This design comes from an exercise in tuning for small area and a short achievable clock period on the open sky130 flow, not from production work. Where RTL was checked, it was by simulation tests only, not by an equivalence proof against the original. The RTL of runs 1 to 3 and 6 was laid out without a check of its function. No activity file was given, so power comes from the tool's default toggle rates.

## design/flow/flow/run.sh

```bash
#!/bin/bash
# The standard layout, with three changes to how it is made:
#  - synthesis maps the logic with flow/abc_area.script (registers are mapped as
#    before, the ABC step only maps the logic between them);
#  - the smallest plain buffer (buf_1) as the port buffer on every input and output;
#  - repair_timing aims for 15 ns of setup slack (the clock and constraints are unchanged).
set -euo pipefail
mkdir -p scripts
for f in "$FLOW_HOME"/scripts/*; do ln -sfn "$f" scripts/; done
rm -f scripts/abc_area.script
cp flow/abc_area.script scripts/abc_area.script
bash standard.sh finish SCRIPTS_DIR="$PWD/scripts" "BUFFER_PORTS_ARGS=-buffer_cell sky130_fd_sc_hd__buf_1" SETUP_SLACK_MARGIN=15 > standard_flow.log 2>&1
```

## design/flow/flow/abc_area.script

```
strash
dch
map -a
topo
stime -c
buffer -c
upsize -c
dnsize -c
```

## design/flow/standard.sh

```bash
#!/bin/bash
# synth_recipe.tcl (not shown) runs the flow's synth.tcl, then flattens the netlist and writes it again
# the make line also repeats each setting of config.mk as NAME=value (left out here)
make -C /OpenROAD-flow-scripts/flow DESIGN_CONFIG=/design/flow/config.mk WORK_HOME=/design/flow/orfs CLKGATE_MAP_FILE= SYNTH_SCRIPT=/design/flow/synth_recipe.tcl "${@:-finish}"
```

## design/flow/config.mk

```make
export PLATFORM = sky130hd
export DESIGN_NAME = IEEE754_AdderSubtract
export DESIGN_NICKNAME = IEEE754_AdderSubtract
export VERILOG_FILES = /design/flow/design.v
export SDC_FILE = /design/flow/constraint.sdc
export NUM_CORES = 4
export LEC_CHECK = 0
export ABC_AREA = 1
export CAP_MARGIN = 20
export CORE_MARGIN = 2
export CORE_UTILIZATION = 60
export CTS_BUF_LIST = sky130_fd_sc_hd__clkbuf_8
export GPL_TIMING_DRIVEN = 0
export SLEW_MARGIN = 20
```

## design/flow/constraint.sdc

```tcl
create_clock -name core_clock -period 22.0 [get_ports {clock}]
set_input_delay 4.4000 -clock core_clock [delete_from_list [all_inputs] [get_ports {clock}]]
set_output_delay 4.4000 -clock core_clock [all_outputs]
set_load 0.01 [all_outputs]
```

## design/flow/design.v

```verilog
module IEEE754_AdderSubtract
(
	input clock,
	input resetn,
	input [31:0] a,
	input [31:0] b,
	output [31:0] y
);
	wire [7:0]  ea = a[30:23];
	wire [7:0]  eb = b[30:23];
	wire [7:0]  dba, dab;
	wire        ge;                              
	bk_add #(8) u_dba (eb, ~ea, 1'b1, dba, ge);
	bk_add #(8) u_dab (ea, ~eb, 1'b1, dab, );
	wire [7:0]  sh = ge ? dba : dab;
	reg         v1, sg1, sub1, big1;
	reg  [7:0]  eg1;
	reg  [4:0]  sh1;
	reg  [22:0] mg1, mw1;
	always @(posedge clock) begin
		v1   <= resetn;
		sg1  <= ge ? b[31] : a[31];
		sub1 <= a[31] ^ b[31];
		eg1  <= ge ? eb : ea;
		big1 <= |sh[7:5];
		sh1  <= sh[4:0];
		mg1  <= ge ? b[22:0] : a[22:0];
		mw1  <= ge ? a[22:0] : b[22:0];
	end
	wire [23:0] sm = big1 ? 24'd1 : ({1'b1, mw1} >> sh1);
	wire [24:0] A = {2'b01, mg1};
	wire [24:0] B = {1'b0, sm} ^ {25{sub1}};
	wire [24:0] p = A ^ B;
	wire [24:0] gc;                              
	wire [24:0] pc;                              
	wire        co;
	bk_prefix #(25, 16) u_pre (A & B, p, gc, pc, co);
	wire        neg = sub1 & ~co;
	wire [24:0] r = p ^ (gc | (pc & {25{co}})) ^ {25{neg}};
	wire        s = sg1 ^ neg;
	wire [4:0]  c;                               
	wire        nz;                              
	lzc32 u_lzc ({r, 7'b0}, c, nz);
	wire [24:0] n1 = c[4] ? {r[8:0], 16'b0} : r;
	wire [24:0] n2 = c[3] ? {n1[16:0], 8'b0} : n1;
	wire [24:0] n3 = c[2] ? {n2[20:0], 4'b0} : n2;
	wire [4:0]  lz = {c[4:2], c[1] & nz, c[0]};
	wire [7:0]  egp, e;
	bk_add #(8) u_inc (eg1, 8'd0, 1'b1, egp, );
	bk_add #(8) u_exp (egp, {3'b111, ~lz}, 1'b1, e, );
	reg         s2;
	reg  [7:0]  e2;
	reg  [1:0]  k2;
	reg  [23:0] n32;
	always @(posedge clock) begin
		if (!resetn || !v1) begin
			s2  <= 1'b0;
			e2  <= 8'd0;
			k2  <= 2'd0;
			n32 <= 24'd0;
		end else begin
			s2  <= s;
			e2  <= e;
			k2  <= c[1:0];
			n32 <= n3[23:0];
		end
	end
	wire [23:0] n4 = k2[1] ? {n32[21:0], 2'b0} : n32;
	wire [23:0] n5 = k2[0] ? {n4[22:0], 1'b0} : n4;
	assign y = {s2, e2, n5[23:1]};
endmodule
module bk_prefix #(parameter N = 8, parameter TOPD = 4)
(
	input  [N-1:0] g,
	input  [N-1:0] p,
	output [N-1:0] gc,
	output [N-1:0] pc,
	output         co
);
	reg [N-1:0] G, P, Gn, Pn;
	integer i, d;
	always @(*) begin
		G = g;
		P = p;
		for (d = 1; d < N; d = d * 2) begin
			Gn = G; Pn = P;
			for (i = 2*d-1; i < N; i = i + 2*d) begin
				Gn[i] = G[i] | (P[i] & G[i-d]);
				Pn[i] = P[i] & P[i-d];
			end
			G = Gn; P = Pn;
		end
		for (d = TOPD; d >= 1; d = d / 2) begin
			Gn = G; Pn = P;
			for (i = 3*d-1; i < N; i = i + 2*d) begin
				Gn[i] = G[i] | (P[i] & G[i-d]);
				Pn[i] = P[i] & P[i-d];
			end
			G = Gn; P = Pn;
		end
	end
	assign gc = {G[N-2:0], 1'b0};
	assign pc = {P[N-2:0], 1'b1};
	assign co = G[N-1];
endmodule
module bk_add #(parameter N = 8, parameter TOPD = 4)
(
	input  [N-1:0] x,
	input  [N-1:0] y,
	input          ci,
	output [N-1:0] s,
	output         co
);
	wire [N-1:0] p = x ^ y;
	wire [N-1:0] gc, pc;
	wire         c;
	bk_prefix #(N, TOPD) u_pre (x & y, p, gc, pc, c);
	assign s  = p ^ (gc | (pc & {N{ci}}));
	assign co = c | (&p & ci);
endmodule
module lzc32
(
	input  [31:0] x,
	output [4:0]  c,
	output        v
);
	wire [3:0] ch, cl;
	wire       vh, vl;
	lzc16 u_h (x[31:16], ch, vh);
	lzc16 u_l (x[15:0],  cl, vl);
	assign v = vh | vl;
	assign c = vh ? {1'b0, ch} : {1'b1, cl};
endmodule
module lzc16
(
	input  [15:0] x,
	output [3:0]  c,
	output        v
);
	wire [2:0] ch, cl;
	wire       vh, vl;
	lzc8 u_h (x[15:8], ch, vh);
	lzc8 u_l (x[7:0],  cl, vl);
	assign v = vh | vl;
	assign c = vh ? {1'b0, ch} : {1'b1, cl};
endmodule
module lzc8
(
	input  [7:0] x,
	output [2:0] c,
	output       v
);
	wire [1:0] ch, cl;
	wire       vh, vl;
	lzc4 u_h (x[7:4], ch, vh);
	lzc4 u_l (x[3:0], cl, vl);
	assign v = vh | vl;
	assign c = vh ? {1'b0, ch} : {1'b1, cl};
endmodule
module lzc4
(
	input  [3:0] x,
	output [1:0] c,
	output       v
);
	assign v = |x;
	assign c[1] = ~(x[3] | x[2]);
	assign c[0] = ~(x[3] | (~x[2] & x[1]));
endmodule
```

==> impl_summary.log, run 1 <==
INFO  metric worst_setup_timing_slack_at_the_placement_stage = about 14 ns
INFO  metric worst_setup_path_end_kind = flop
INFO  metric synthDominantCellAreaShare = 26.5%
INFO  metric via_count_of_the_first_global_routing_pass = 6639
INFO  metric drc_violations = 0
INFO  metric fp-row-count = 40
INFO  metric cts-root-buf = sky130_fd_sc_hd__clkbuf_8
INFO  metric synth_sequential_area_ratio = between 20% and 30%
INFO  metric power_density = around 110 nW/µm²
INFO  metric grt_antenna_before_repair = 0
INFO  metric drive_gt1_share = 18.4%
INFO  metric area_of_the_core = 12000 µm²
INFO  metric detailedRoute.firstIterationViolations = around 730
INFO  metric combinational_fraction_of_design_power = between 60% and 70%
INFO  metric die_w = ~120 µm
INFO  metric synthesis.nets = between 1000 and 1500
INFO  metric min_path_type = flop to flop
INFO  metric critical_path.slowest_cell = sky130_fd_sc_hd__xor2_1
INFO  metric post_synth_instance_area = between 7000 and 8000 µm²
INFO  metric clockPowerShare = between 10% and 20%
INFO  metric kind_of_start_point_of_the_critical_path = flop
INFO  metric unrepaired_setup_endpoints_after_global_routing = true
INFO  metric outcome = finished clean
INFO  metric met2_wirelength = between 9000 and 10000 µm
INFO  metric setup_violating_endpoint_count_in_the_final_report = 0
INFO  metric placed_cell_count = around 1300
INFO  metric reg2reg_depth = 50
INFO  metric tritoncts = done
INFO  metric route.final.wire_length = about 22000 µm
INFO  metric finalNetCount = roughly 1300
INFO  metric worst_pin_slew = about 0.77 ns
INFO  metric skew = approximately 0.013 ns
INFO  metric cts_max_path_buffers = 2
INFO  metric worst_r2r_startpoint = sh1[0]$_DFF_P_
INFO  metric grt.overflow.total = 0
INFO  metric drt_pre_antenna_iters = 7
INFO  metric grt_pass1_wl = roughly 32000 µm
INFO  metric slew_headroom = between 40% and 50%
INFO  metric netlist.top_cell.by_area = sky130_fd_sc_hd__dfxtp_1
INFO  metric tritoncts_num_sinks = slightly below 100
INFO  metric min_delay_path_depth = 1
INFO  metric clock_latency = 0.39 ns
INFO  metric period_share = 32.3%
INFO  metric max_freq = approximately 140 MHz
INFO  metric h-tree-depth = 3
INFO  metric detailroute.via_count = ~7600
INFO  metric highest_routing_layer_actually_used = met4
INFO  metric critical_path.n_buffers_inverters = 14
INFO  metric hold_end = s2$_SDFF_PP0_
INFO  metric count_of_inserted_antenna_diode_cells = 0
INFO  metric routed_met3_length = ~1500 µm
INFO  metric port_buffers = just under 100
INFO  metric vias_per_cell = 5.62
INFO  metric yosys.cell_count.top_type = sky130_fd_sc_hd__nand2_1
INFO  metric maxSlewViolCount = 0
INFO  metric tns = 0 ns
INFO  metric final-hold-violation-count = 0
INFO  metric io-pin-count = a little under 100
INFO  metric final_period_minus_worst_setup_slack = 7.10 ns
INFO  metric weighted_congestion_reported_at_the_end_of_routability_driven_placement = between 0.9 and 1
INFO  metric num-fill-cells = 940
INFO  metric worst-path-max-fanout = 6
INFO  metric finish.utilization = ~76%
INFO  metric synth-async-reset-ratio = 0%
INFO  metric cp_num_cells = 50
INFO  metric drt-met1-wl = slightly below 10000 µm
INFO  metric worst_path_dominant_cell_family = simple AND/OR/NAND/NOR gates
INFO  metric cts_inserted_buffers = 9
INFO  metric setup_slack = ~15 ns
INFO  metric post_synth_num_cell_types = 51
INFO  metric leakage_component_of_the_power = roughly 0.0042 µW
INFO  metric worst_path_most_repeated_cell = sky130_fd_sc_hd__nand2_1
INFO  metric clock_pin_slew_on_the_worst_setup_and_hold_paths = ~0.090 ns
INFO  metric worst_r2r_endpoint = e2[7]$_SDFF_PP0_
INFO  metric postSynthAreaPerCell = between 7 and 8 µm²
INFO  metric timing.max_cap.violations = 0
INFO  metric crit_path_max_incr_delay = 0.50 ns
INFO  metric worst_hold_path_startpoint = sg1$_DFF_P_
INFO  metric initial_core_utilization = roughly three fifths
INFO  metric floorplan.die.height = about 120 µm
INFO  metric area_growth_syn_to_layout = 24.2%
INFO  metric maximum_number_of_pins_on_one_net_before_global_route_repair = 17
INFO  metric route.detailed.wl_per_inst = between 15 and 20 µm
INFO  metric yosys-top-cells-count = sky130_fd_sc_hd__nand2_1, sky130_fd_sc_hd__inv_1, sky130_fd_sc_hd__nor2_1
INFO  metric drtAntennaViolNets = 0
INFO  metric swShare = between 40% and 50%
INFO  metric fin_cells = roughly 1400
INFO  metric p_int = 529 µW
INFO  metric critPathArrivalTime = about 7.4 ns
INFO  metric worst_setup_path_class = flop to flop
INFO  metric synth.ff_latch_count = a little under 100
INFO  metric synth_edf_count = 0
INFO  metric dominantRegCellSynth = sky130_fd_sc_hd__dfxtp_1
INFO  metric grt.total_usage = between 30% and 40%
INFO  metric flop_to_flop_setup_slack = around 15 ns
INFO  metric power.net_switching = around 480 µW
INFO  metric vdd_drop_max = around 0.000047 V
INFO  metric synthesis.yosys.warnings = 3
INFO  metric seq_power_share = 22.9%
INFO  metric design.die.area = 13200 µm²
INFO  metric data_required_time_of_the_critical_path = around 22 ns
INFO  metric place.detailed.hpwl = 15900 µm
INFO  metric netlist_instances = between 1000 and 1500
INFO  metric synth.area.top_cells = sky130_fd_sc_hd__dfxtp_1, sky130_fd_sc_hd__xor2_1, sky130_fd_sc_hd__ha_1
-- layout make-up --
cell class | instances | area, µm² | share of cell area (%)
flip-flops and latches | 98 | 1970 | 21.4
repair buffers | 143 | 751 | 8.17
clock buffers | 9 | 124 | 1.35
inverters | 140 | 539 | 5.87
clock inverters | 7 | 116 | 1.27
well taps | 147 | 184 | 2.00
plain buffers | 49 | 348 | 3.79
multi-input cells | 762 | 5160 | 56.2
-- worst reg2reg max path: cells and delay by family, from the launching register on --
kind	cells	cell delay, ns
DFF	1	0.39
adders and majority gates	2	0.66
and+or+nand+nor	19	2.08
buffers and inverters	14	1.14
xor gates and xnor gates	4	0.99
AOI/OAI and AO/OA	10	1.53
muxes	1	0.21
-- sequential cells by signal (all words and copies together) (netlist names) --
register  cells
sh1           5
e2            8
v1            1
sub1          1
s2            1
mg1          23
sg1           1
k2            2
n32          24
eg1           8
mw1          23
big1          1
-- worst max path at each step --
| stage | startpoint | end | slack [ns] |
|---|---|---|---|
| after floorplan | a[26] | mg1[10]$_DFF_P_ | 15.10 |
| after global placement | sh1[0]$_DFF_P_ | e2[7]$_SDFF_PP0_ | 13.87 |
| after detailed placement | sh1[0]$_DFF_P_ | e2[7]$_SDFF_PP0_ | 13.75 |
| after CTS | sh1[0]$_DFF_P_ | e2[7]$_SDFF_PP0_ | 14.91 |
| after global routing | sh1[0]$_DFF_P_ | e2[7]$_SDFF_PP0_ | 14.46 |
| final | sh1[0]$_DFF_P_ | e2[7]$_SDFF_PP0_ | 14.90 |
-- per-layer routing --
metal | up-vias | track usage [%]
met5 | - | 0
met1 | 3453 | 41.6
li1 | 3789 | -
met4 | 0 | 9.32
met2 | 324 | 51.3
met3 | 43 | 5.96
-- kinds of logic (layout without fill, tap and decap cells) --
kind of cell	count (synthesis)	count (layout)	synth area share [%]
AND/OR/NAND/NOR	331	331	18.6
AO/OA/AOI/OAI	264	264	21.0
buffers and inverters	189	348	10.3
flip-flops	98	98	26.5
XOR/XNOR	71	71	8.66
adder cells (fa/ha/maj)	49	49	8.49
multiplexers	47	47	6.36
-- power by group through the flow --
stage | combinational [µW] | sequential [µW] | clock [µW]
floorplan | 368 | 228 | 0
CTS | 534 | 231 | 139
global route | 699 | 235 | 146
finish | 643 | 232 | 138
global placement | 484 | 233 | 0
detailed placement | 488 | 234 | 0
-- layout by cell type, fill, tap and decap left out, types with 5 or more instances in the layout --
master	n
sky130_fd_sc_hd__mux2i_4	5
sky130_fd_sc_hd__clkbuf_8	9
sky130_fd_sc_hd__a22oi_1	11
sky130_fd_sc_hd__ha_1	43
sky130_fd_sc_hd__nor3_2	7
sky130_fd_sc_hd__nand2_1	150
sky130_fd_sc_hd__nor2_2	9
sky130_fd_sc_hd__xor2_1	64
sky130_fd_sc_hd__a211oi_1	5
sky130_fd_sc_hd__a221oi_1	6
sky130_fd_sc_hd__inv_2	25
sky130_fd_sc_hd__nor2_4	8
sky130_fd_sc_hd__nand3_1	22
sky130_fd_sc_hd__a21oi_2	9
sky130_fd_sc_hd__nand2_2	12
sky130_fd_sc_hd__o21ai_0	73
sky130_fd_sc_hd__xor2_2	5
sky130_fd_sc_hd__nor2_1	107
sky130_fd_sc_hd__clkbuf_1	17
sky130_fd_sc_hd__buf_1	98
sky130_fd_sc_hd__o21ai_2	10
sky130_fd_sc_hd__clkbuf_4	8
sky130_fd_sc_hd__o21ai_1	25
sky130_fd_sc_hd__a21oi_1	71
sky130_fd_sc_hd__inv_1	110
sky130_fd_sc_hd__mux2i_1	40
sky130_fd_sc_hd__o22ai_1	20
sky130_fd_sc_hd__dfxtp_1	97
sky130_fd_sc_hd__buf_6	9
sky130_fd_sc_hd__buf_4	47
-- per-stage QoR --
step,hold slack [ns],instance area (µm²),power [µW]
finish,0.489,9190,1010
global route,0.510,9190,1080
CTS,0.494,8540,904
detailed placement,0.472,7950,721
global placement,0.467,7950,717
floorplan,0.441,7400,595
-- repair_timing --
| item | 4_1_cts | 5_1_grt |
|---|---|---|
| pin swaps | 19 | 55 |
| gates cloned | 2 | 1 |
| setup buffers | 12 | 31 |
| hold buffers | 0 | 0 |
| endpoints found under the setup margin | 65 | 64 |
| gates resized for setup | 83 | 124 |
==> run 2, diff against run 1 <==
==> design/flow/flow/abc_area.script (replaced) <==
&get -n
&st
&dch
&nf -R 1000
&put
buffer -c
topo
stime -c
upsize -c
dnsize -c
==> impl_summary.log, run 2 <==
INFO  metric synthesis.yosys.warnings = 3 (unchanged)
INFO  metric grt.overflow.total = 0 (unchanged)
INFO  metric kind_of_start_point_of_the_critical_path = flop
INFO  metric synthesis.nets = 1050 (-9.8%)
INFO  metric grt_antenna_before_repair = 0 (unchanged)
INFO  metric cts_max_path_buffers = 2 (unchanged)
INFO  metric most_frequent_cells_in_the_layout = sky130_fd_sc_hd__nand2_1, sky130_fd_sc_hd__buf_1, sky130_fd_sc_hd__dfxtp_1, sky130_fd_sc_hd__nor2_1, sky130_fd_sc_hd__a21oi_1
INFO  metric clock_latency = 0.39 ns (about the same)
INFO  metric setup_slack = 14.57 ns (-0.335 ns)
INFO  metric detailroute.via_count = 7221 (-5.1%)
INFO  metric clock_pin_slew_on_the_worst_setup_and_hold_paths = 0.08 ns (about the same)
INFO  metric yosys-top-cells-count = sky130_fd_sc_hd__nand2_1, sky130_fd_sc_hd__dfxtp_1, sky130_fd_sc_hd__a21oi_1
INFO  metric hold_slack = 0.503 ns (+0.0138 ns)
INFO  metric maxSlewViolCount = 0 (unchanged)
INFO  metric dominantRegCellSynth = sky130_fd_sc_hd__dfxtp_1
INFO  metric area_of_the_core = 11900 µm² (-0.83%)
INFO  metric crit_path_max_incr_delay = 0.42 ns (-0.08 ns)
INFO  metric skew = 0.0163 ns (+0.00369 ns)
INFO  metric worst_setup_path_class = flop to flop
INFO  metric synth_sequential_area_ratio = 26.9% (+0.42 points)
INFO  metric layout_commonest_cell = sky130_fd_sc_hd__nand2_1
INFO  metric worst_pin_slew = 0.816 ns (+0.0508 ns)
INFO  metric cts_inserted_buffers = 9 (unchanged)
INFO  metric combinational_fraction_of_design_power = 65.8% (+2.3 points)
INFO  metric fin_cells = 1249 (-7.8%)
INFO  metric timing.max_cap.violations = 0 (unchanged)
INFO  metric placed_cell_count = 1179 (-8.8%)
INFO  metric critPathArrivalTime = 7.69 ns (+0.31 ns)
INFO  metric vdd_drop_max = 0.0000561 V (+20%)
INFO  metric place.detailed.hpwl = 14800 µm (-6.9%)
INFO  metric final_period_minus_worst_setup_slack = 7.43 ns (+0.335 ns)
INFO  metric grt_pass1_wl = 31400 µm (-3.0%)
INFO  metric synth.ff_latch_count = 98 (unchanged)
INFO  metric drc_violations = 0 (unchanged)
INFO  metric power_density = 111 nW/µm² (+0.51%)
INFO  metric post_synth_num_cell_types = 65 (+27%)
INFO  metric grt.total_usage = 30.3% (-0.83 points)
INFO  metric cts-root-buf = sky130_fd_sc_hd__clkbuf_8
INFO  metric count_of_inserted_antenna_diode_cells = 0 (unchanged)
INFO  metric die_w = 114 µm (-0.76%)
INFO  metric route.detailed.wl_per_inst = 16.3 µm (+2.8%)
INFO  metric period_share = 33.8% (+1.5 points)
INFO  metric worst_path_dominant_cell_family = simple AND/OR/NAND/NOR gates
INFO  metric weighted_congestion_reported_at_the_end_of_routability_driven_placement = 0.979 (+0.70%)
INFO  metric tns = 0 ns (unchanged)
INFO  metric max_freq = 135 MHz (-4.5%)
INFO  metric critical_path.slowest_cell = sky130_fd_sc_hd__or3_4
INFO  metric clockPowerShare = 10.7% (-2.9 points)
INFO  metric post_synth_instance_area = 7280 µm² (-1.6%)
INFO  metric tritoncts_num_sinks = 98 (unchanged)
INFO  metric h-tree-depth = 3 (unchanged)
INFO  metric synth-async-reset-ratio = 0% (unchanged)
INFO  metric worst_setup_path_end_kind = flop
INFO  metric unrepaired_setup_endpoints_after_global_routing = true
INFO  metric vias_per_cell = 5.78 (+3.0%)
INFO  metric flip_flop_count_of_the_largest_register_after_layout = 24 (unchanged)
INFO  metric drt_pre_antenna_iters = 6 (-1)
INFO  metric synth_edf_count = 0 (unchanged)
INFO  metric fp-row-count = 40 (unchanged)
INFO  metric finalNetCount = 1214 (-7.9%)
INFO  metric synth.area.top_cells = sky130_fd_sc_hd__dfxtp_1, sky130_fd_sc_hd__nand2_1, sky130_fd_sc_hd__ha_1
INFO  metric netlist_instances = 935 (-11%)
INFO  metric setup_violating_endpoint_count_in_the_final_report = 0 (unchanged)
INFO  metric via_count_of_the_first_global_routing_pass = 6274 (-5.5%)
INFO  metric regMostFlops = n32
INFO  metric power.net_switching = 452 µW (-6.5%)
INFO  metric worst_path_most_repeated_cell = sky130_fd_sc_hd__nor2_1
INFO  metric slew_headroom = 45.4% (-3.2 points)
INFO  metric drtAntennaViolNets = 0 (unchanged)
INFO  metric worst_setup_timing_slack_at_the_placement_stage = 13.76 ns (+0.00610 ns)
INFO  metric detailedRoute.firstIterationViolations = 660 (-9.7%)
INFO  metric synthDominantCellAreaShare = 26.9% (+0.42 points)
INFO  metric yosys.cell_count.top_type = sky130_fd_sc_hd__nand2_1
INFO  metric postSynthAreaPerCell = 7.79 µm² (+10%)
INFO  metric leakage_component_of_the_power = 0.00394 µW (-5.5%)
INFO  metric netlist.top_cell.by_area = sky130_fd_sc_hd__dfxtp_1
INFO  metric route.final.wire_length = 20400 µm (-5.3%)
INFO  metric data_required_time_of_the_critical_path = 22.26 ns (-0.02 ns)
INFO  metric final-hold-violation-count = 0 (unchanged)
INFO  metric p_int = 545 µW (+3.1%)
INFO  metric port_buffers = 97 (unchanged)
INFO  metric io-pin-count = 98 (unchanged)
INFO  metric layout_top_registers = n32 (24), mg1 (23), mw1 (23)
INFO  metric min_path_type = flop to flop
INFO  metric critical_path.n_buffers_inverters = 6 (-8)
INFO  metric outcome = finished clean
INFO  metric worst-path-max-fanout = 7 (+1)
INFO  metric tritoncts = done
INFO  metric design.die.area = 13000 µm² (-1.5%)
INFO  metric seq_power_share = 23.5% (+0.6 points)
INFO  metric floorplan.die.height = 114 µm (-0.76%)
INFO  metric area_growth_syn_to_layout = 23.6%
INFO  metric maximum_number_of_pins_on_one_net_before_global_route_repair = 15 (-2)
INFO  metric swShare = 45.4% (-2.4 points)
INFO  metric drive_gt1_share = 21.6% (+3.2 points)
INFO  metric initial_core_utilization = 61.1% (-0.45 points)
run 2: metal layers:
| layer | GRT usage (%) | vias up | part of all wire [%] |
|---|---|---|---|
| met5 | 0 | - | 0 |
| met2 | 47.3 | 308 | 45 |
| met3 | 3.92 | 46 | 6.4 |
| met1 | 44.3 | 3335 | 46 |
| met4 | 8.37 | 0 | 2.2 |
| li1 | - | 3532 | - |
run 2: power groups by stage:
stage | registers [µW] | clock network (µW) | logic, µW
2_1_floorplan | 229 | 0 | 379
3_3_place_gp | 236 | 0 | 489
3_5_place_dp | 237 | 0 | 489
4_1_cts | 234 | 108 | 599
5_1_grt | 238 | 115 | 703
6_report | 235 | 106 | 656
run 2: stage by stage:
step | power (µW) | instance area, µm² | utilization (%)
4_1_cts | 941 | 8740 | 73.4
3_5_place_dp | 726 | 7840 | 65.9
6_report | 997 | 9000 | 75.6
5_1_grt | 1060 | 9000 | 75.6
2_1_floorplan | 608 | 7300 | -
3_3_place_gp | 726 | 7840 | 65.9
run 2: cells by family after synthesis:
| family | synth area share, % |
|---|---|
| AND/OR/NAND/NOR | 21.2 |
| AO/OA/AOI/OAI | 17.0 |
| flip-flops | 26.9 |
| XOR/XNOR | 10.3 |
| buffers and inverters | 4.71 |
| multiplexers | 11.3 |
| adder cells (fa/ha/maj) | 8.62 |
run 2: area by class of cell:
| type | instances | area [µm²] |
|---|---|---|
| well taps | 147 | 184 |
| flip-flops and latches | 98 | 1960 |
| inverters | 29 | 110 |
| fillers | 947 | 2910 |
| multi-input cells | 754 | 5450 |
| plain buffers | 55 | 323 |
| clock inverters | 3 | 17.5 |
| clock buffers | 11 | 151 |
| repair buffers | 152 | 797 |
run 2: worst paths after layout:
| path | start | end | slack (ns) | cells after the start |
|---|---|---|---|---|
| max | sh1[0]$_DFF_P_ | e2[7]$_SDFF_PP0_ | 14.57 | 42 |
| min | sg1$_DFF_P_ | s2$_SDFF_PP0_ | 0.50 | 2 |
| max reg2reg | sh1[0]$_DFF_P_ | e2[7]$_SDFF_PP0_ | 14.57 | 42 |
| min reg2reg | sg1$_DFF_P_ | s2$_SDFF_PP0_ | 0.50 | 2 |
run 2: worst register-to-register path, delay by kind of cell (launching register included):
| family | cells | cell delay (ns) |
|---|---|---|
| AO/OA/AOI/OAI | 13 | 1.94 |
| XOR/XNOR | 3 | 0.61 |
| adder cells (fa/ha/maj) | 2 | 0.72 |
| buffers and inverters | 6 | 0.86 |
| flip-flops | 1 | 0.38 |
| multiplexers | 1 | 0.39 |
| AND/OR/NAND/NOR | 17 | 2.43 |
run 2: what timing repair did:
| action | in CTS | in global routing |
|---|---|---|
| cloned | 3 | 0 |
| hold buffers | 0 | 0 |
| hold endpoints to repair | 0 | 0 |
| resized for setup | 92 | 52 |
| pin swaps | 37 | 42 |
| setup endpoints to repair | 66 | 73 |
| buffers inserted | 42 | 11 |
==> run 3, diff against run 2 <==
--- a/design/flow/design.v
+++ b/design/flow/design.v
@@ -14,20 +14,24 @@
 	bk_add #(8) u_dab (ea, ~eb, 1'b1, dab, );
 	wire [7:0]  sh = ge ? dba : dab;
-	reg         v1, sg1, sub1, big1;
+	reg         v1, sg1, sub1, ge1, big1;
 	reg  [7:0]  eg1;
 	reg  [4:0]  sh1;
-	reg  [22:0] mg1, mw1;
+	reg  [22:0] ma1, mb1;
 	always @(posedge clock) begin
 		v1   <= resetn;
 		sg1  <= ge ? b[31] : a[31];
 		sub1 <= a[31] ^ b[31];
+		ge1  <= ge;
 		eg1  <= ge ? eb : ea;
 		big1 <= |sh[7:5];
 		sh1  <= sh[4:0];
-		mg1  <= ge ? b[22:0] : a[22:0];
-		mw1  <= ge ? a[22:0] : b[22:0];
+		ma1  <= a[22:0];
+		mb1  <= b[22:0];
 	end
-	wire [23:0] sm = big1 ? 24'd1 : ({1'b1, mw1} >> sh1);
-	wire [24:0] A = {2'b01, mg1};
+	wire [22:0] mg = ge1 ? mb1 : ma1;
+	wire [22:0] mw = ge1 ? ma1 : mb1;
+	wire [4:0]  she = big1 ? 5'd23 : sh1;
+	wire [23:0] sm = {1'b1, mw} >> she;
+	wire [24:0] A = {2'b01, mg};
 	wire [24:0] B = {1'b0, sm} ^ {25{sub1}};
 	wire [24:0] p = A ^ B;
@@ -45,28 +49,31 @@
 	wire [24:0] n2 = c[3] ? {n1[16:0], 8'b0} : n1;
 	wire [24:0] n3 = c[2] ? {n2[20:0], 4'b0} : n2;
-	wire [4:0]  lz = {c[4:2], c[1] & nz, c[0]};
-	wire [7:0]  egp, e;
+	wire [7:0]  egp;
 	bk_add #(8) u_inc (eg1, 8'd0, 1'b1, egp, );
-	bk_add #(8) u_exp (egp, {3'b111, ~lz}, 1'b1, e, );
 	reg         s2;
-	reg  [7:0]  e2;
-	reg  [1:0]  k2;
+	reg  [7:0]  egp2;
+	reg  [4:0]  lz2;
 	reg  [23:0] n32;
 	always @(posedge clock) begin
 		if (!resetn || !v1) begin
-			s2  <= 1'b0;
-			e2  <= 8'd0;
-			k2  <= 2'd0;
-			n32 <= 24'd0;
+			s2   <= 1'b0;
+			egp2 <= 8'd0;
+			lz2  <= 5'd0;
+			n32  <= 24'd0;
 		end else begin
-			s2  <= s;
-			e2  <= e;
-			k2  <= c[1:0];
-			n32 <= n3[23:0];
+			s2   <= s;
+			egp2 <= egp;
+			lz2  <= {c[4:2], c[1] & nz, c[0]};   
+			n32  <= n3[23:0];
 		end
 	end
-	wire [23:0] n4 = k2[1] ? {n32[21:0], 2'b0} : n32;
-	wire [23:0] n5 = k2[0] ? {n4[22:0], 1'b0} : n4;
-	assign y = {s2, e2, n5[23:1]};
+	wire [23:0] n4 = lz2[1] ? {n32[21:0], 2'b0} : n32;
+	wire [23:0] n5 = lz2[0] ? {n4[22:0], 1'b0} : n4;
+	wire [2:0]  ehd;
+	wire [4:0]  elo;
+	wire        nb;                              
+	bk_add #(3, 2) u_dec (egp2[7:5], 3'b111, 1'b0, ehd, );
+	bk_add #(5) u_exp (egp2[4:0], ~lz2, 1'b1, elo, nb);
+	assign y = {s2, nb ? egp2[7:5] : ehd, elo, n5[23:1]};
 endmodule
 module bk_prefix #(parameter N = 8, parameter TOPD = 4)
==> design/flow/flow/run.sh (replaced) <==
#!/bin/bash
# The standard layout, with two changes to how it is made:
#  - the smallest plain buffer (buf_1) as the port buffer on every input and output;
#  - repair_timing aims for 15 ns of setup slack (the clock and constraints are unchanged).
set -euo pipefail
bash standard.sh finish "BUFFER_PORTS_ARGS=-buffer_cell sky130_fd_sc_hd__buf_1" SETUP_SLACK_MARGIN=15 > standard_flow.log 2>&1
removed: design/flow/flow/abc_area.script
==> impl_summary.log, run 3 <==
INFO  metric worst_setup_timing_slack_at_the_placement_stage = 14.74 ns (+0.984 ns)
INFO  metric drc_violations = 0 (unchanged)
INFO  metric grt.overflow.total = 0 (unchanged)
INFO  metric synth_edf_count = 0 (unchanged)
INFO  metric synth.ff_latch_count = 102 (+4.1%)
INFO  metric setup_slack = 15.17 ns (+0.606 ns)
INFO  metric synth-simple-area-share = 36.7% (+16 points)
INFO  metric final_period_minus_worst_setup_slack = 6.83 ns (-0.606 ns)
INFO  metric dominantRegCellSynth = sky130_fd_sc_hd__dfxtp_1
INFO  metric netlist.top_cell.by_area = sky130_fd_sc_hd__dfxtp_1
INFO  metric yosys.cell_count.top_type = sky130_fd_sc_hd__nand2_1
INFO  metric drive_gt1_share = 5.86% (-16 points)
INFO  metric multi_input_comb_area = 5490 µm² (+0.62%)
INFO  metric leakage_component_of_the_power = 0.00461 µW (+17%)
INFO  metric skew = 0.0152 ns (-0.00105 ns)
INFO  metric area.sequential = 2040 µm² (+4.0%)
INFO  metric count_of_inserted_antenna_diode_cells = 0 (unchanged)
INFO  metric worst_setup_path_class = flop to primary output
INFO  metric regMostFlops = n32
INFO  metric via_count_of_the_first_global_routing_pass = 7442 (+19%)
INFO  metric yosys-top-cells-count = sky130_fd_sc_hd__nand2_1, sky130_fd_sc_hd__inv_1, sky130_fd_sc_hd__dfxtp_1
INFO  metric outcome = finished clean
INFO  metric io-pin-count = 98 (unchanged)
INFO  metric initial_core_utilization = 60.7% (-0.40 points)
INFO  metric synth-async-reset-ratio = 0% (unchanged)
INFO  metric setup_violating_endpoint_count_in_the_final_report = 0 (unchanged)
INFO  metric floorplan.die.height = 122 µm (+6.7%)
INFO  metric flip_flop_count_of_the_largest_register_after_layout = 24 (unchanged)
INFO  metric synth.area.top_cells = sky130_fd_sc_hd__dfxtp_1, sky130_fd_sc_hd__nand2_1, sky130_fd_sc_hd__ha_1
INFO  metric grt_antenna_before_repair = 0 (unchanged)
INFO  metric finalNetCount = 1561 (+29%)
INFO  metric post_synth_num_cell_types = 44 (-32%)
INFO  metric data_required_time_of_the_critical_path = 17.60 ns (-4.66 ns)
INFO  metric fin_cells = 1630 (+31%)
INFO  metric route.detailed.wl_per_inst = 13.7 µm (-16%)
INFO  metric worst_pin_slew = 0.683 ns (-0.133 ns)
INFO  metric area_of_the_core = 13700 µm² (+15%)
INFO  metric h-tree-depth = 3 (unchanged)
INFO  metric place.detailed.hpwl = 18500 µm (+25%)
INFO  metric vdd_drop_max = 0.0000507 V (-9.6%)
INFO  metric grt_pass1_wl = 35500 µm (+13%)
INFO  metric synthesis.nets = 1453 (+38%)
INFO  metric synth_sequential_area_ratio = 24.5% (-2.4 points)
INFO  metric synthDominantCellAreaShare = 24.5% (-2.4 points)
INFO  metric layout_commonest_cell = sky130_fd_sc_hd__nand2_1
INFO  metric tritoncts = done
INFO  metric layout_top_registers = n32 (24), ma1 (23), mb1 (23)
INFO  metric placed_cell_count = 1614 (+37%)
INFO  metric synth_top_family_by_area = simple AND/OR/NAND/NOR gates
INFO  metric period_share = 31.0% (-2.8 points)
INFO  metric hold_buffers_post_cts = 0 (unchanged)
INFO  metric kind_of_start_point_of_the_critical_path = flop
INFO  metric worst_setup_path_end_kind = primary output
INFO  metric synthesis.yosys.warnings = 5 (+2)
INFO  metric num-fill-cells = 1374 (+45%)
INFO  metric final-hold-violation-count = 0 (unchanged)
INFO  metric netlist_instances = 1337 (+43%)
INFO  metric clock_latency = 0.38 ns (about the same)
INFO  metric tns = 0 ns (unchanged)
INFO  metric worst-path-max-fanout = 10 (+3)
INFO  metric slew_headroom = 54.5% (+9.1 points)
INFO  metric maximum_number_of_pins_on_one_net_before_global_route_repair = 20 (+5)
INFO  metric cts_inserted_buffers = 9 (unchanged)
INFO  metric synth-compound-area-share = 11.0% (-6.0 points)
INFO  metric maxSlewViolCount = 0 (unchanged)
INFO  metric min_path_type = flop to flop
INFO  metric fp-row-count = 43 (+7.5%)
INFO  metric postSynthAreaPerCell = 6.23 µm² (-20%)
INFO  metric port_buffers = 97 (unchanged)
INFO  metric vias_per_cell = 5.27 (-8.8%)
INFO  metric critPathArrivalTime = 2.43 ns (-5.26 ns)
INFO  metric detailroute.via_count = 8594 (+19%)
INFO  metric cts-root-buf = sky130_fd_sc_hd__clkbuf_8
INFO  metric most_frequent_cells_in_the_layout = sky130_fd_sc_hd__nand2_1, sky130_fd_sc_hd__inv_1, sky130_fd_sc_hd__dfxtp_1, sky130_fd_sc_hd__o21ai_0, sky130_fd_sc_hd__buf_1
INFO  metric grt.total_usage = 30.4% (+0.038 points)
INFO  metric clock_pin_slew_on_the_worst_setup_and_hold_paths = 0.10 ns (+0.02 ns)
INFO  metric die_w = 122 µm (+6.7%)
INFO  metric drtAntennaViolNets = 0 (unchanged)
INFO  metric weighted_congestion_reported_at_the_end_of_routability_driven_placement = 0.982 (+0.26%)
INFO  metric design.die.area = 14800 µm² (+14%)
INFO  metric route.final.wire_length = 22400 µm (+9.8%)
INFO  metric max_freq = 146 MHz (+8.9%)
INFO  metric power.total = 858 µW (-14%)
INFO  metric drt_pre_antenna_iters = 5 (-1)
INFO  metric tritoncts_num_sinks = 102 (+4.1%)
INFO  metric cts_max_path_buffers = 2 (unchanged)
INFO  metric post_synth_adder_cell_area = 7.69% (-0.94 points)
INFO  metric detailedRoute.firstIterationViolations = 656 (-0.61%)
INFO  metric power_density = 93.7 nW/µm² (-15%)
INFO  metric unrepaired_setup_endpoints_after_global_routing = true
INFO  metric timing.max_cap.violations = 0 (unchanged)
INFO  metric cts_post_setup_buffers_inserted = 0 (-100%)
INFO  metric area_growth_syn_to_layout = 9.95%
INFO  metric synth_xor_xnor_area_share = 5.92% (-4.4 points)
INFO  metric synth.mux.area_fraction = 4.44% (-6.8 points)
INFO  metric hold_slack = 0.432 ns (-0.0710 ns)
INFO  metric post_synth_instance_area = 8330 µm² (+14%)
-- run 3: logic make-up after synthesis --
logic type | count (synthesis)
muxes | 37
buffers and inverters | 197
xor gates and xnor gates | 52
AOI/OAI and AO/OA | 169
and+or+nand+nor | 730
adders and majority gates | 50
DFF | 102
-- run 3: critical path: stages, from the launching register on --
cell                       delay [ns]
sky130_fd_sc_hd__dfxtp_1         0.35
sky130_fd_sc_hd__buf_6           0.15
sky130_fd_sc_hd__buf_6           0.15
sky130_fd_sc_hd__inv_1           0.08
sky130_fd_sc_hd__ha_1            0.32
sky130_fd_sc_hd__a21oi_1         0.13
sky130_fd_sc_hd__nand2_1         0.10
sky130_fd_sc_hd__a21oi_2         0.17
sky130_fd_sc_hd__o21bai_1        0.10
sky130_fd_sc_hd__nand2_1         0.09
sky130_fd_sc_hd__nand2_1         0.09
sky130_fd_sc_hd__o21ai_0         0.14
sky130_fd_sc_hd__buf_1           0.16
-- run 3: per-stage QoR --
stage / instance area (µm²) / util [%]
after floorplan: 8330 / -
after global placement: 8920 / 65.0
after detailed placement: 8920 / 65.0
after CTS: 9150 / 66.7
after global routing: 9160 / 66.8
final: 9160 / 66.8
-- run 3: cell type report --
cell class	instances	share of cell area, %
multi-input combinational	1038	59.9
sequential	102	22.3
inverter	143	5.86
timing repair buffer	97	3.99
buffer	54	3.18
tap	180	2.46
clock buffer	9	1.35
clock inverter	7	0.997
-- run 3: worst paths after layout --
check	slack (ns)	cells after the start	end	startpoint
max	15.17	12	y[29]	lz2[1]$_SDFF_PP0_
min	0.43	1	egp2[0]$_SDFF_PP0_	eg1[0]$_DFF_P_
max reg2reg	16.05	36	n32[11]$_SDFF_PP0_	ge1$_DFF_P_
min reg2reg	0.43	1	egp2[0]$_SDFF_PP0_	eg1[0]$_DFF_P_
-- run 3: power by group --
group | total, µW | internal (µW) | switching [µW]
clock | 124 | 55.5 | 68.7
sequential | 221 | 208 | 13.4
combinational | 513 | 168 | 345
-- run 3: routing by layer --
| layer | global-route usage, % | share of wire (%) |
|---|---|---|
| met1 | 41.2 | 46 |
| met5 | 0 | 0 |
| met3 | 4.21 | 6.3 |
| met2 | 49.2 | 45 |
| met4 | 11.4 | 3.3 |
-- run 3: timing repair --
action | CTS | global route
gates resized for setup | 5 | 8
endpoints found under the setup margin | 6 | 12
cloned | 0 | 0
==> run 4, diff against run 3 <==
--- a/design/flow/design.v
+++ b/design/flow/design.v
@@ -14,5 +14,5 @@
 	bk_add #(8) u_dab (ea, ~eb, 1'b1, dab, );
 	wire [7:0]  sh = ge ? dba : dab;
-	reg         v1, sg1, sub1, ge1, big1;
+	reg         v1, sg1, sub1, ge1;
 	reg  [7:0]  eg1;
 	reg  [4:0]  sh1;
@@ -24,6 +24,5 @@
 		ge1  <= ge;
 		eg1  <= ge ? eb : ea;
-		big1 <= |sh[7:5];
-		sh1  <= sh[4:0];
+		sh1  <= (|sh[7:5]) ? 5'd23 : sh[4:0];
 		ma1  <= a[22:0];
 		mb1  <= b[22:0];
@@ -31,6 +30,5 @@
 	wire [22:0] mg = ge1 ? mb1 : ma1;
 	wire [22:0] mw = ge1 ? ma1 : mb1;
-	wire [4:0]  she = big1 ? 5'd23 : sh1;
-	wire [23:0] sm = {1'b1, mw} >> she;
+	wire [23:0] sm = {1'b1, mw} >> sh1;
 	wire [24:0] A = {2'b01, mg};
 	wire [24:0] B = {1'b0, sm} ^ {25{sub1}};
==> impl_summary.log, run 4 <==
INFO  metric seq_power_share = 25.7% (about the same)
INFO  metric detailedRoute.firstIterationViolations = 707 (+7.8%)
INFO  metric worst_setup_timing_slack_at_the_placement_stage = 14.82 ns (+0.0740 ns)
INFO  metric tritoncts_num_sinks = 101 (-0.98%)
INFO  metric synthDominantCellAreaShare = 24.3% (-0.19 points)
INFO  metric post_synth_instance_area = 8320 µm² (-0.20%)
INFO  metric initial_core_utilization = 60.6% (-0.12 points)
INFO  metric synth-async-reset-ratio = 0% (unchanged)
INFO  metric skew = 0.0360 ns (+0.0208 ns)
INFO  metric setup_slack = 15.20 ns (+0.0300 ns)
INFO  metric via_count_of_the_first_global_routing_pass = 7799 (+4.8%)
INFO  metric yosys.cell_count.top_type = sky130_fd_sc_hd__nand2_1
INFO  metric period_share = 30.9% (-0.14 points)
INFO  metric finalNetCount = 1561 (unchanged)
INFO  metric hold_buffers_post_cts = 0 (unchanged)
INFO  metric cts_inserted_buffers = 9 (unchanged)
INFO  metric synth.area.top_cells = sky130_fd_sc_hd__dfxtp_1, sky130_fd_sc_hd__nand2_1, sky130_fd_sc_hd__ha_1
INFO  metric critPathArrivalTime = 2.40 ns (-0.03 ns)
INFO  metric h-tree-depth = 3 (unchanged)
INFO  metric vdd_drop_max = 0.0000908 V (+79%)
INFO  metric io-pin-count = 98 (unchanged)
INFO  metric data_required_time_of_the_critical_path = 17.60 ns (about the same)
INFO  metric power.net_switching = 423 µW (-0.98%)
INFO  metric swShare = 50.3% (+0.57 points)
INFO  metric cts_max_path_buffers = 2 (unchanged)
INFO  metric layout_top_registers = n32 (24), ma1 (23), mb1 (23)
INFO  metric max_freq = 147 MHz (+0.44%)
INFO  metric grt.overflow.total = 0 (unchanged)
INFO  metric drt_pre_antenna_iters = 5 (unchanged)
INFO  metric outcome = finished clean
INFO  metric maxSlewViolCount = 0 (unchanged)
INFO  metric die_w = 122 µm (about the same)
INFO  metric worst_setup_path_end_kind = primary output
INFO  metric layout_commonest_cell = sky130_fd_sc_hd__nand2_1
INFO  metric synthesis.yosys.warnings = 5 (unchanged)
INFO  metric netlist.top_cell.by_area = sky130_fd_sc_hd__dfxtp_1
INFO  metric cts-root-buf = sky130_fd_sc_hd__clkbuf_8
INFO  metric drc_violations = 0 (unchanged)
INFO  metric place.detailed.hpwl = 18800 µm (+1.8%)
INFO  metric route.detailed.wl_per_inst = 14.0 µm (+2.0%)
INFO  metric clock_pin_slew_on_the_worst_setup_and_hold_paths = 0.12 ns (+0.02 ns)
INFO  metric port_buffers = 97 (unchanged)
INFO  metric area_growth_syn_to_layout = 9.84%
INFO  metric tritoncts = done
INFO  metric synth_sequential_area_ratio = 24.3% (-0.19 points)
INFO  metric kind_of_start_point_of_the_critical_path = flop
INFO  metric power_density = 92.0 nW/µm² (-1.8%)
INFO  metric most_frequent_cells_in_the_layout = sky130_fd_sc_hd__nand2_1, sky130_fd_sc_hd__inv_1, sky130_fd_sc_hd__buf_1, sky130_fd_sc_hd__dfxtp_1, sky130_fd_sc_hd__o21ai_0
INFO  metric p_int = 417 µW (-3.2%)
INFO  metric yosys-top-cells-count = sky130_fd_sc_hd__nand2_1, sky130_fd_sc_hd__inv_1, sky130_fd_sc_hd__dfxtp_1
INFO  metric area.sequential = 2020 µm² (-0.92%)
INFO  metric netlist_instances = 1337 (unchanged)
INFO  metric num-fill-cells = 1378 (+0.29%)
INFO  metric design.die.area = 14800 µm² (-0.19%)
INFO  metric final_period_minus_worst_setup_slack = 6.80 ns (-0.0300 ns)
INFO  metric combinational_fraction_of_design_power = 60.7% (+0.9 points)
INFO  metric flip_flop_count_of_the_largest_register_after_layout = 24 (unchanged)
INFO  metric weighted_congestion_reported_at_the_end_of_routability_driven_placement = 0.978 (-0.34%)
INFO  metric worst-path-max-fanout = 10 (unchanged)
INFO  metric synth_edf_count = 0 (unchanged)
INFO  metric synth.ff_latch_count = 101 (-0.98%)
INFO  metric unrepaired_setup_endpoints_after_global_routing = false
INFO  metric grt_pass1_wl = 36700 µm (+3.4%)
INFO  metric clock_latency = 0.41 ns (+0.03 ns)
INFO  metric worst_pin_slew = 0.692 ns (+0.00889 ns)
INFO  metric worst_setup_path_class = flop to primary output
INFO  metric worstPathCellList = clkbuf_8 -> clkbuf_8 -> inv_2 -> ha_4 -> a21oi_1 -> nand2_1 -> a21oi_2 -> o21bai_1 -> nand2_1 -> nand2_2 -> xor2_1 -> clkbuf_2
INFO  metric crit_path_max_incr_delay = 0.36 ns (about the same)
INFO  metric timing.max_cap.violations = 0 (unchanged)
INFO  metric detailroute.via_count = 8634 (+0.47%)
INFO  metric drive_gt1_share = 6.21% (+0.34 points)
INFO  metric post_synth_num_cell_types = 50 (+14%)
INFO  metric synthesis.nets = 1453 (unchanged)
INFO  metric area_of_the_core = 13700 µm² (unchanged)
INFO  metric regMostFlops = n32
INFO  metric fp-row-count = 43 (unchanged)
INFO  metric leakage_component_of_the_power = 0.00461 µW (about the same)
INFO  metric clockPowerShare = 13.6% (-0.9 points)
INFO  metric vias_per_cell = 5.30 (+0.47%)
INFO  metric critical_path.slowest_cell = sky130_fd_sc_hd__dfxtp_2
INFO  metric min_path_type = flop to flop
INFO  metric postSynthAreaPerCell = 6.22 µm² (-0.20%)
INFO  metric grt.total_usage = 31.4% (+1.1 points)
INFO  metric tns = 0 ns (unchanged)
INFO  metric setup_violating_endpoint_count_in_the_final_report = 0 (unchanged)
INFO  metric final-hold-violation-count = 0 (unchanged)
INFO  metric route.final.wire_length = 22800 µm (+2.0%)
INFO  metric multi_input_comb_area = 5470 µm² (-0.25%)
INFO  metric slew_headroom = 53.9% (-0.59 points)
INFO  metric drtAntennaViolNets = 0 (unchanged)
INFO  metric count_of_inserted_antenna_diode_cells = 0 (unchanged)
INFO  metric floorplan.die.height = 122 µm (about the same)
INFO  metric maximum_number_of_pins_on_one_net_before_global_route_repair = 18 (-10%)
INFO  metric grt_antenna_before_repair = 0 (unchanged)
INFO  metric dominantRegCellSynth = sky130_fd_sc_hd__dfxtp_1
-- run 4: cell types whose count changed in the layout (fill, tap and decap cells not counted), moves of 5 or more --
cell	change
sky130_fd_sc_hd__inv_2	+8
sky130_fd_sc_hd__a31oi_1	+5
sky130_fd_sc_hd__o21ai_0	-11
sky130_fd_sc_hd__nor2_1	-5
sky130_fd_sc_hd__buf_1	+6
-- run 4: worst max-delay path, delay by kind of cell, from the launching register on --
kind,cells,cell delay [ns]
buf+inv,4,0.55
flops,1,0.36
compound gates,3,0.34
simple gates,3,0.31
fa+ha+maj,1,0.27
xor+xnor,1,0.14
-- run 4: through the flow --
| step | total power (µW) | instance area [µm²] | std cells | hold WS [ns] | utilization (%) |
|---|---|---|---|---|---|
| floorplan | 591 | 8320 | 1337 | 0.399 | - |
| global placement | 714 | 8910 | 1614 | 0.414 | 64.9 |
| detailed placement | 719 | 8910 | 1614 | 0.415 | 64.9 |
| CTS | 834 | 9110 | 1630 | 0.429 | 66.4 |
| global route | 919 | 9140 | 1630 | 0.469 | 66.6 |
| finish | 840 | 9140 | 1630 | 0.429 | 66.6 |
-- run 4: timing repair --
item | in CTS | in global routing
gates resized for setup | 7 | 13
pin swaps | 0 | 3
buffers inserted | 0 | 0
setup endpoints to repair | 6 | 4
-- run 4: area by class of cell --
cell class              count  share of cell area (%)
multi-input cells        1030                    59.9
flip-flops and latches    101                    22.1
inverters                 147                    6.04
repair buffers             97                    4.03
plain buffers              59                    3.41
well taps                 180                    2.47
clock buffers              10                    1.51
clock inverters             6                   0.493
-- run 4: worst paths after layout --
| check | endpoint | slack [ns] | startpoint | cells after the start |
|---|---|---|---|---|
| max reg2reg | n32[15]$_SDFF_PP0_ | 15.93 | sh1[0]$_SDFF_PP1_ | 33 |
| min | egp2[0]$_SDFF_PP0_ | 0.43 | eg1[0]$_DFF_P_ | 1 |
| max | y[28] | 15.20 | lz2[1]$_SDFF_PP0_ | 12 |
| min reg2reg | egp2[0]$_SDFF_PP0_ | 0.43 | eg1[0]$_DFF_P_ | 1 |
-- run 4: power groups by stage --
stage	Clock (µW)	Combinational, µW	Sequential [µW]
final	114	510	216
after detailed placement	0	499	220
after global routing	124	576	218
after global placement	0	495	219
after floorplan	0	376	216
after CTS	116	503	216
-- run 4: cells by family after synthesis --
kind of cell             share of synthesized area [%]
AND/OR/NAND/NOR                                   36.4
buffers and inverters                             10.1
AO/OA/AOI/OAI                                     11.8
flip-flops                                        24.3
adder cells (fa/ha/maj)                           7.70
XOR/XNOR                                          4.93
multiplexers                                      4.81
-- run 4: layer usage --
metal  vias up  global-route usage [%]  share of wire, %  routed length, µm
met5         -                       0                 0                  0
met4         0                    12.1               3.3                763
met3        58                    5.38               5.8               1320
met2       287                    54.0                47              10700
met1      3817                    39.2                44              10000
li1       4472                       -                 -                  -
==> run 5, diff against run 4 <==
==> design/flow/flow/run.sh (replaced) <==
#!/bin/bash
# The standard layout, with two changes to how it is made:
#  - the smallest plain buffer (buf_1) as the port buffer on every input and output;
#  - repair_timing aims for 15.3 ns of setup slack (the clock and constraints are unchanged).
set -euo pipefail
bash standard.sh finish "BUFFER_PORTS_ARGS=-buffer_cell sky130_fd_sc_hd__buf_1" SETUP_SLACK_MARGIN=15.3 > standard_flow.log 2>&1
==> impl_summary.log, run 5 <==
INFO  metric detailedRoute.firstIterationViolations = 724 (+2.4%)
INFO  metric cp_num_cells = 12 (unchanged)
INFO  metric via_count_of_the_first_global_routing_pass = 7606 (-2.5%)
INFO  metric place.detailed.hpwl = 18900 µm (+0.83%)
INFO  metric vias_per_cell = 5.29 (-0.17%)
INFO  metric worstPathCellList = buf_8 -> clkbuf_16 -> inv_8 -> ha_4 -> a21oi_2 -> nand2_2 -> a21oi_2 -> o21bai_1 -> nand2_1 -> nand3_2 -> xnor2_1 -> buf_2
INFO  metric post_synth_instance_area = 8320 µm² (unchanged)
INFO  metric worst_r2r_endpoint = n32[22]$_SDFF_PP0_
INFO  metric synth.ff_latch_count = 101 (unchanged)
INFO  metric post_synth_num_cell_types = 50 (unchanged)
INFO  metric timing.max_cap.violations = 0 (unchanged)
INFO  metric critical_path.slowest_cell = sky130_fd_sc_hd__dfxtp_2
INFO  metric drc_violations = 0 (unchanged)
INFO  metric fp-row-count = 43 (unchanged)
INFO  metric yosys-top-cells-count = sky130_fd_sc_hd__nand2_1, sky130_fd_sc_hd__inv_1, sky130_fd_sc_hd__dfxtp_1
INFO  metric tritoncts = done
INFO  metric worst_r2r_startpoint = sh1[0]$_SDFF_PP1_
INFO  metric drtAntennaViolNets = 0 (unchanged)
INFO  metric worstSetupStartpoint = lz2[1]$_SDFF_PP0_
INFO  metric maxSlewViolCount = 0 (unchanged)
INFO  metric most_frequent_cells_in_the_layout = sky130_fd_sc_hd__nand2_1, sky130_fd_sc_hd__inv_1, sky130_fd_sc_hd__buf_1, sky130_fd_sc_hd__dfxtp_1, sky130_fd_sc_hd__o21ai_0
INFO  metric worst_path_dominant_cell_family = buffers and inverters
INFO  metric drt_pre_antenna_iters = 5 (unchanged)
INFO  metric cts_max_path_buffers = 2 (unchanged)
INFO  metric grt_pass1_wl = 36600 µm (-0.34%)
INFO  metric fin_cells = 1638 (+0.49%)
INFO  metric flip_flop_count_of_the_largest_register_after_layout = 24 (unchanged)
INFO  metric critPathArrivalTime = 2.20 ns (-0.20 ns)
INFO  metric final_period_minus_worst_setup_slack = 6.60 ns (-0.201 ns)
INFO  metric worst_path_most_repeated_cell = sky130_fd_sc_hd__a21oi_2
INFO  metric layout_top_registers = n32 (24), ma1 (23), mb1 (23)
INFO  metric netlist_instances = 1337 (unchanged)
INFO  metric initial_core_utilization = 60.6% (unchanged)
INFO  metric min_path_type = flop to flop
INFO  metric port_buffers = 97 (unchanged)
INFO  metric period_share = 30.0% (-0.91 points)
INFO  metric cts_inserted_buffers = 9 (unchanged)
INFO  metric crit_path_max_incr_delay = 0.35 ns (about the same)
INFO  metric hold_buffers_post_cts = 0 (unchanged)
INFO  metric route.final.wire_length = 23100 µm (+1.1%)
INFO  metric num-fill-cells = 1332 (-3.3%)
INFO  metric synth_sequential_area_ratio = 24.3% (unchanged)
INFO  metric placed_cell_count = 1614 (unchanged)
INFO  metric skew = 0.0248 ns (-0.0112 ns)
INFO  metric clock_latency = 0.39 ns (-0.02 ns)
INFO  metric synth_edf_count = 0 (unchanged)
INFO  metric kind_of_start_point_of_the_critical_path = flop
INFO  metric floorplan.die.height = 122 µm (unchanged)
INFO  metric leakage_component_of_the_power = 0.00467 µW (+1.3%)
INFO  metric cts-root-buf = sky130_fd_sc_hd__clkbuf_8
INFO  metric h-tree-depth = 3 (unchanged)
INFO  metric tritoncts_num_sinks = 101 (unchanged)
INFO  metric final-hold-violation-count = 0 (unchanged)
INFO  metric netlist.top_cell.by_area = sky130_fd_sc_hd__dfxtp_1
INFO  metric setup_violating_endpoint_count_in_the_final_report = 0 (unchanged)
INFO  metric synth.area.top_cells = sky130_fd_sc_hd__dfxtp_1, sky130_fd_sc_hd__nand2_1, sky130_fd_sc_hd__ha_1
INFO  metric worst_setup_path_end = y[30]
INFO  metric area_of_the_core = 13700 µm² (unchanged)
INFO  metric dominantRegCellSynth = sky130_fd_sc_hd__dfxtp_1
INFO  metric worst_setup_path_end_kind = primary output
INFO  metric weighted_congestion_reported_at_the_end_of_routability_driven_placement = 0.954 (-2.5%)
INFO  metric worst-path-max-fanout = 4 (-6)
INFO  metric die_w = 122 µm (unchanged)
INFO  metric flop_to_flop_setup_slack = 15.87 ns (-0.06 ns)
INFO  metric finalNetCount = 1569 (+0.51%)
INFO  metric worst_setup_path_class = flop to primary output
INFO  metric design.die.area = 14800 µm² (unchanged)
INFO  metric layout_commonest_cell = sky130_fd_sc_hd__nand2_1
INFO  metric drive_gt1_share = 7.27% (+1.1 points)
INFO  metric synth-async-reset-ratio = 0% (unchanged)
INFO  metric detailroute.via_count = 8662 (+0.32%)
INFO  metric tns = 0 ns (unchanged)
INFO  metric reg2reg_depth = 34 (+3.0%)
INFO  metric count_of_inserted_antenna_diode_cells = 0 (unchanged)
INFO  metric critical_path.n_buffers_inverters = 4 (unchanged)
INFO  metric outcome = finished clean
INFO  metric data_required_time_of_the_critical_path = 17.60 ns (about the same)
INFO  metric max_freq = 152 MHz (+3.0%)
INFO  metric postSynthAreaPerCell = 6.22 µm² (unchanged)
INFO  metric worst_pin_slew = 0.719 ns (+0.0274 ns)
INFO  metric clock_pin_slew_on_the_worst_setup_and_hold_paths = 0.11 ns (about the same)
INFO  metric maximum_number_of_pins_on_one_net_before_global_route_repair = 19 (+1)
INFO  metric grt.overflow.total = 0 (unchanged)
INFO  metric synthesis.yosys.warnings = 5 (unchanged)
INFO  metric slew_headroom = 52.1% (-1.8 points)
INFO  metric synthDominantCellAreaShare = 24.3% (unchanged)
INFO  metric route.detailed.wl_per_inst = 14.1 µm (+0.58%)
INFO  metric io-pin-count = 98 (unchanged)
INFO  metric worst_hold_path_startpoint = eg1[0]$_DFF_P_
INFO  metric unrepaired_setup_endpoints_after_global_routing = true
INFO  metric area_growth_syn_to_layout = 11.1%
INFO  metric vdd_drop_max = 0.0000785 V (-14%)
INFO  metric grt.total_usage = 31.2% (-0.19 points)
INFO  metric regMostFlops = n32
INFO  metric synthesis.nets = 1453 (unchanged)
INFO  metric yosys.cell_count.top_type = sky130_fd_sc_hd__nand2_1
INFO  metric power_density = 91.6 nW/µm² (-0.45%)
INFO  metric grt_antenna_before_repair = 0 (unchanged)
-- run 5: cells by family after synthesis --
| group | count (synthesis) | share of synthesized area, % |
|---|---|---|
| AOI/OAI and AO/OA | 175 | 11.8 |
| xor gates and xnor gates | 46 | 4.93 |
| adders and majority gates | 50 | 7.70 |
| buffers and inverters | 206 | 10.1 |
| DFF | 101 | 24.3 |
| muxes | 40 | 4.81 |
| and+or+nand+nor | 719 | 36.4 |
-- run 5: layer usage --
| metal | GRT usage, % | share of wire, % | wire length, µm |
|---|---|---|---|
| met1 | 39.0 | 44 | 10200 |
| met2 | 53.6 | 47 | 10900 |
| met3 | 5.01 | 5.1 | 1170 |
| met4 | 12.6 | 3.3 | 770 |
| met5 | 0 | 0 | 0 |
-- run 5: worst reg2reg max path, delay by kind of cell, from the launching register on --
family                   cells  cell delay, ns
AND/OR/NAND/NOR             18            2.02
buffers and inverters        7            1.58
AO/OA/AOI/OAI                7            1.50
flip-flops                   1            0.38
adder cells (fa/ha/maj)      1            0.36
XOR/XNOR                     1            0.17
-- run 5: what timing repair did --
item,4_1_cts,5_1_grt
buffers inserted,3,5
setup endpoints to repair,19,17
pin swaps,2,7
resized for setup,17,17
cloned,0,0
-- run 5: cell type report --
type | instances | area (µm²) | area share, %
Multi-Input combinational cell | 1030 | 5490 | 59.4
Sequential cell | 101 | 2020 | 21.9
Inverter | 147 | 563 | 6.09
Timing Repair Buffer | 105 | 428 | 4.63
Buffer | 59 | 333 | 3.60
Tap cell | 180 | 225 | 2.44
Clock buffer | 9 | 124 | 1.34
Clock inverter | 7 | 55.1 | 0.595
-- run 5: worst min-delay path by stage --
| stage | to | cells after the start |
|---|---|---|
| 2_1_floorplan | egp2[0]$_SDFF_PP0_ | 1 |
| 3_3_place_gp | egp2[0]$_SDFF_PP0_ | 1 |
| 3_5_place_dp | egp2[0]$_SDFF_PP0_ | 1 |
| 4_1_cts | egp2[0]$_SDFF_PP0_ | 1 |
| 5_1_grt | egp2[0]$_SDFF_PP0_ | 1 |
| 6_report | egp2[0]$_SDFF_PP0_ | 1 |
-- run 5: power by group --
part / switching, µW / internal [µW] / total (µW) / leakage, µW
sequential: 11.9 / 204 / 216 / 0.000843
combinational: 348 / 173 / 521 / 0.00373
clock: 66.0 / 42.7 / 109 / 0.0000977
-- run 5: per-stage QoR --
stage | hold slack (ns) | instance area, µm² | setup WS, ns | total power (µW) | utilization [%]
6_report | 0.460 | 9250 | 15.40 | 846 | 67.4
5_1_grt | 0.478 | 9250 | 15.25 | 922 | 67.4
4_1_cts | 0.454 | 9170 | 15.31 | 836 | 66.8
3_5_place_dp | 0.436 | 8910 | 14.83 | 720 | 64.9
3_3_place_gp | 0.426 | 8910 | 14.84 | 715 | 64.9
2_1_floorplan | 0.399 | 8320 | 15.39 | 592 | -
==> run 6, diff against run 5 <==
--- a/design/flow/design.v
+++ b/design/flow/design.v
@@ -14,5 +14,5 @@
 	bk_add #(8) u_dab (ea, ~eb, 1'b1, dab, );
 	wire [7:0]  sh = ge ? dba : dab;
-	reg         v1, sg1, sub1, ge1;
+	reg         v1, sg1, sub1, ge1, big1;
 	reg  [7:0]  eg1;
 	reg  [4:0]  sh1;
@@ -24,5 +24,6 @@
 		ge1  <= ge;
 		eg1  <= ge ? eb : ea;
-		sh1  <= (|sh[7:5]) ? 5'd23 : sh[4:0];
+		big1 <= |sh[7:5];
+		sh1  <= sh[4:0];
 		ma1  <= a[22:0];
 		mb1  <= b[22:0];
@@ -30,5 +31,6 @@
 	wire [22:0] mg = ge1 ? mb1 : ma1;
 	wire [22:0] mw = ge1 ? ma1 : mb1;
-	wire [23:0] sm = {1'b1, mw} >> sh1;
+	wire [4:0]  she = big1 ? 5'd23 : sh1;
+	wire [23:0] sm = {1'b1, mw} >> she;
 	wire [24:0] A = {2'b01, mg};
 	wire [24:0] B = {1'b0, sm} ^ {25{sub1}};
==> design/flow/flow/run.sh (replaced) <==
#!/bin/bash
# The standard layout, with two changes to how it is made:
#  - the smallest plain buffer (buf_1) as the port buffer on every input and output;
#  - repair_timing aims for 15.6 ns of setup slack (the clock and constraints are unchanged).
set -euo pipefail
bash standard.sh finish "BUFFER_PORTS_ARGS=-buffer_cell sky130_fd_sc_hd__buf_1" SETUP_SLACK_MARGIN=15.6 > standard_flow.log 2>&1
==> impl_summary.log, run 6 <==
INFO  metric outcome = finished clean
INFO  metric placed_cell_count = 1614 (unchanged)
INFO  metric maximum_number_of_pins_on_one_net_before_global_route_repair = 19 (unchanged)
INFO  metric num-fill-cells = 1237 (-7.1%)
INFO  metric drive_gt1_share = 10.1% (+2.8 points)
INFO  metric min_path_type = flop to flop
INFO  metric dominantRegCellSynth = sky130_fd_sc_hd__dfxtp_1
INFO  metric kind_of_start_point_of_the_critical_path = flop
INFO  metric synthesis.nets = 1453 (unchanged)
INFO  metric synth.area.top_cells = sky130_fd_sc_hd__dfxtp_1, sky130_fd_sc_hd__nand2_1, sky130_fd_sc_hd__ha_1
INFO  metric weighted_congestion_reported_at_the_end_of_routability_driven_placement = 0.972 (+1.9%)
INFO  metric clock_pin_slew_on_the_worst_setup_and_hold_paths = 0.11 ns (about the same)
INFO  metric worst_setup_path_class = flop to primary output
INFO  metric drc_violations = 0 (unchanged)
INFO  metric max_freq = 151 MHz (-0.42%)
INFO  metric synth_edf_count = 0 (unchanged)
INFO  metric drtAntennaViolNets = 0 (unchanged)
INFO  metric cts-root-buf = sky130_fd_sc_hd__clkbuf_8
INFO  metric port_buffers = 97 (unchanged)
INFO  metric hold_buffers_post_cts = 0 (unchanged)
INFO  metric flip_flop_count_of_the_largest_register_after_layout = 24 (unchanged)
INFO  metric route.final.wire_length = 23500 µm (+1.7%)
INFO  metric vdd_drop_max = 0.0000552 V (-30%)
INFO  metric grt_antenna_before_repair = 0 (unchanged)
INFO  metric worst-path-max-fanout = 3 (-1)
INFO  metric power_density = 91.4 nW/µm² (-0.15%)
INFO  metric yosys.cell_count.top_type = sky130_fd_sc_hd__nand2_1
INFO  metric multi_input_comb_area = 5640 µm² (+2.8%)
INFO  metric setup_violating_endpoint_count_in_the_final_report = 0 (unchanged)
INFO  metric die_w = 122 µm (about the same)
INFO  metric slew_headroom = 53.4% (+1.3 points)
INFO  metric maxSlewViolCount = 0 (unchanged)
INFO  metric final-hold-violation-count = 0 (unchanged)
INFO  metric crit_path_max_incr_delay = 0.38 ns (+0.03 ns)
==> run 6: cell count changes after synthesis, moves of 4 or more <==
cell / delta
sky130_fd_sc_hd__inv_2: -7
sky130_fd_sc_hd__nand2_2: +4
sky130_fd_sc_hd__o21ai_0: +10
sky130_fd_sc_hd__nand4_1: -4
sky130_fd_sc_hd__nand3_1: +4
sky130_fd_sc_hd__xor2_1: +4
sky130_fd_sc_hd__buf_1: -8
sky130_fd_sc_hd__nor2_1: +5
sky130_fd_sc_hd__a31oi_1: -5
==> run 6: cells by family (layout without fill, tap and decap cells) <==
| logic type | after synthesis | count (layout) | synth area share (%) |
|---|---|---|---|
| mux | 37 | 37 | 4.44 |
| simple gates | 730 | 730 | 36.7 |
| buf+inv | 197 | 327 | 9.74 |
| fa+ha+maj | 50 | 50 | 7.69 |
| flops | 102 | 102 | 24.5 |
| compound gates | 169 | 169 | 11.0 |
| xor+xnor | 52 | 52 | 5.92 |
==> run 6: per-layer routing <==
layer	up-vias	GRT usage [%]	routed length [µm]
li1	4482	-	-
met1	3849	41.6	10600
met2	335	50.6	10800
met3	58	4.59	1420
met4	0	10.1	667
met5	-	0	0
==> run 6: worst max-delay path: cells and delay by family, from the launching register on <==
kind / cells / cell delay, ns
XOR/XNOR: 1 / 0.13
AND/OR/NAND/NOR: 3 / 0.25
buffers and inverters: 4 / 0.46
flip-flops: 1 / 0.38
AO/OA/AOI/OAI: 3 / 0.39
adder cells (fa/ha/maj): 1 / 0.20
==> run 6: metrics by stage <==
| stage | hold slack [ns] | area, µm² | util (%) | power (µW) | worst slack [ns] |
|---|---|---|---|---|---|
| CTS | 0.460 | 9300 | 67.8 | 849 | 15.33 |
| global route | 0.472 | 9500 | 69.3 | 941 | 15.25 |
| finish | 0.462 | 9500 | 69.3 | 869 | 15.38 |
| detailed placement | 0.439 | 8950 | 65.3 | 730 | 15.02 |
| global placement | 0.446 | 8950 | 65.3 | 725 | 15.09 |
| floorplan | 0.399 | 8370 | - | 600 | 15.58 |
==> run 6: layout make-up <==
class	count	area share [%]
multi-input cells	1038	59.4
flip-flops and latches	102	21.5
inverters	143	5.81
repair buffers	114	5.58
plain buffers	54	3.45
well taps	180	2.37
clock buffers	9	1.30
clock inverters	7	0.566
==> run 6: timing repair <==
| action | 4_1_cts | 5_1_grt |
|---|---|---|
| endpoints found under the setup margin | 31 | 36 |
| pin swaps | 8 | 23 |
| gates resized for setup | 24 | 58 |
| buffers inserted | 12 | 5 |
==> run 6: power by group <==
part	switching, µW	internal [µW]
combinational	355	183
sequential	14.2	208
clock	66.8	42.5
total	436	433
==> run 6: how the worst max path moves through the flow <==
stage,startpoint,end,slack [ns],cells after the start
finish,lz2[1]$_SDFF_PP0_,y[30],15.38,12
global route,lz2[1]$_SDFF_PP0_,y[28],15.25,12
CTS,lz2[1]$_SDFF_PP0_,y[28],15.33,12
detailed placement,a[24],big1$_DFF_P_,15.02,19
global placement,a[24],big1$_DFF_P_,15.09,19
floorplan,a[23],sh1[3]$_DFF_P_,15.58,20
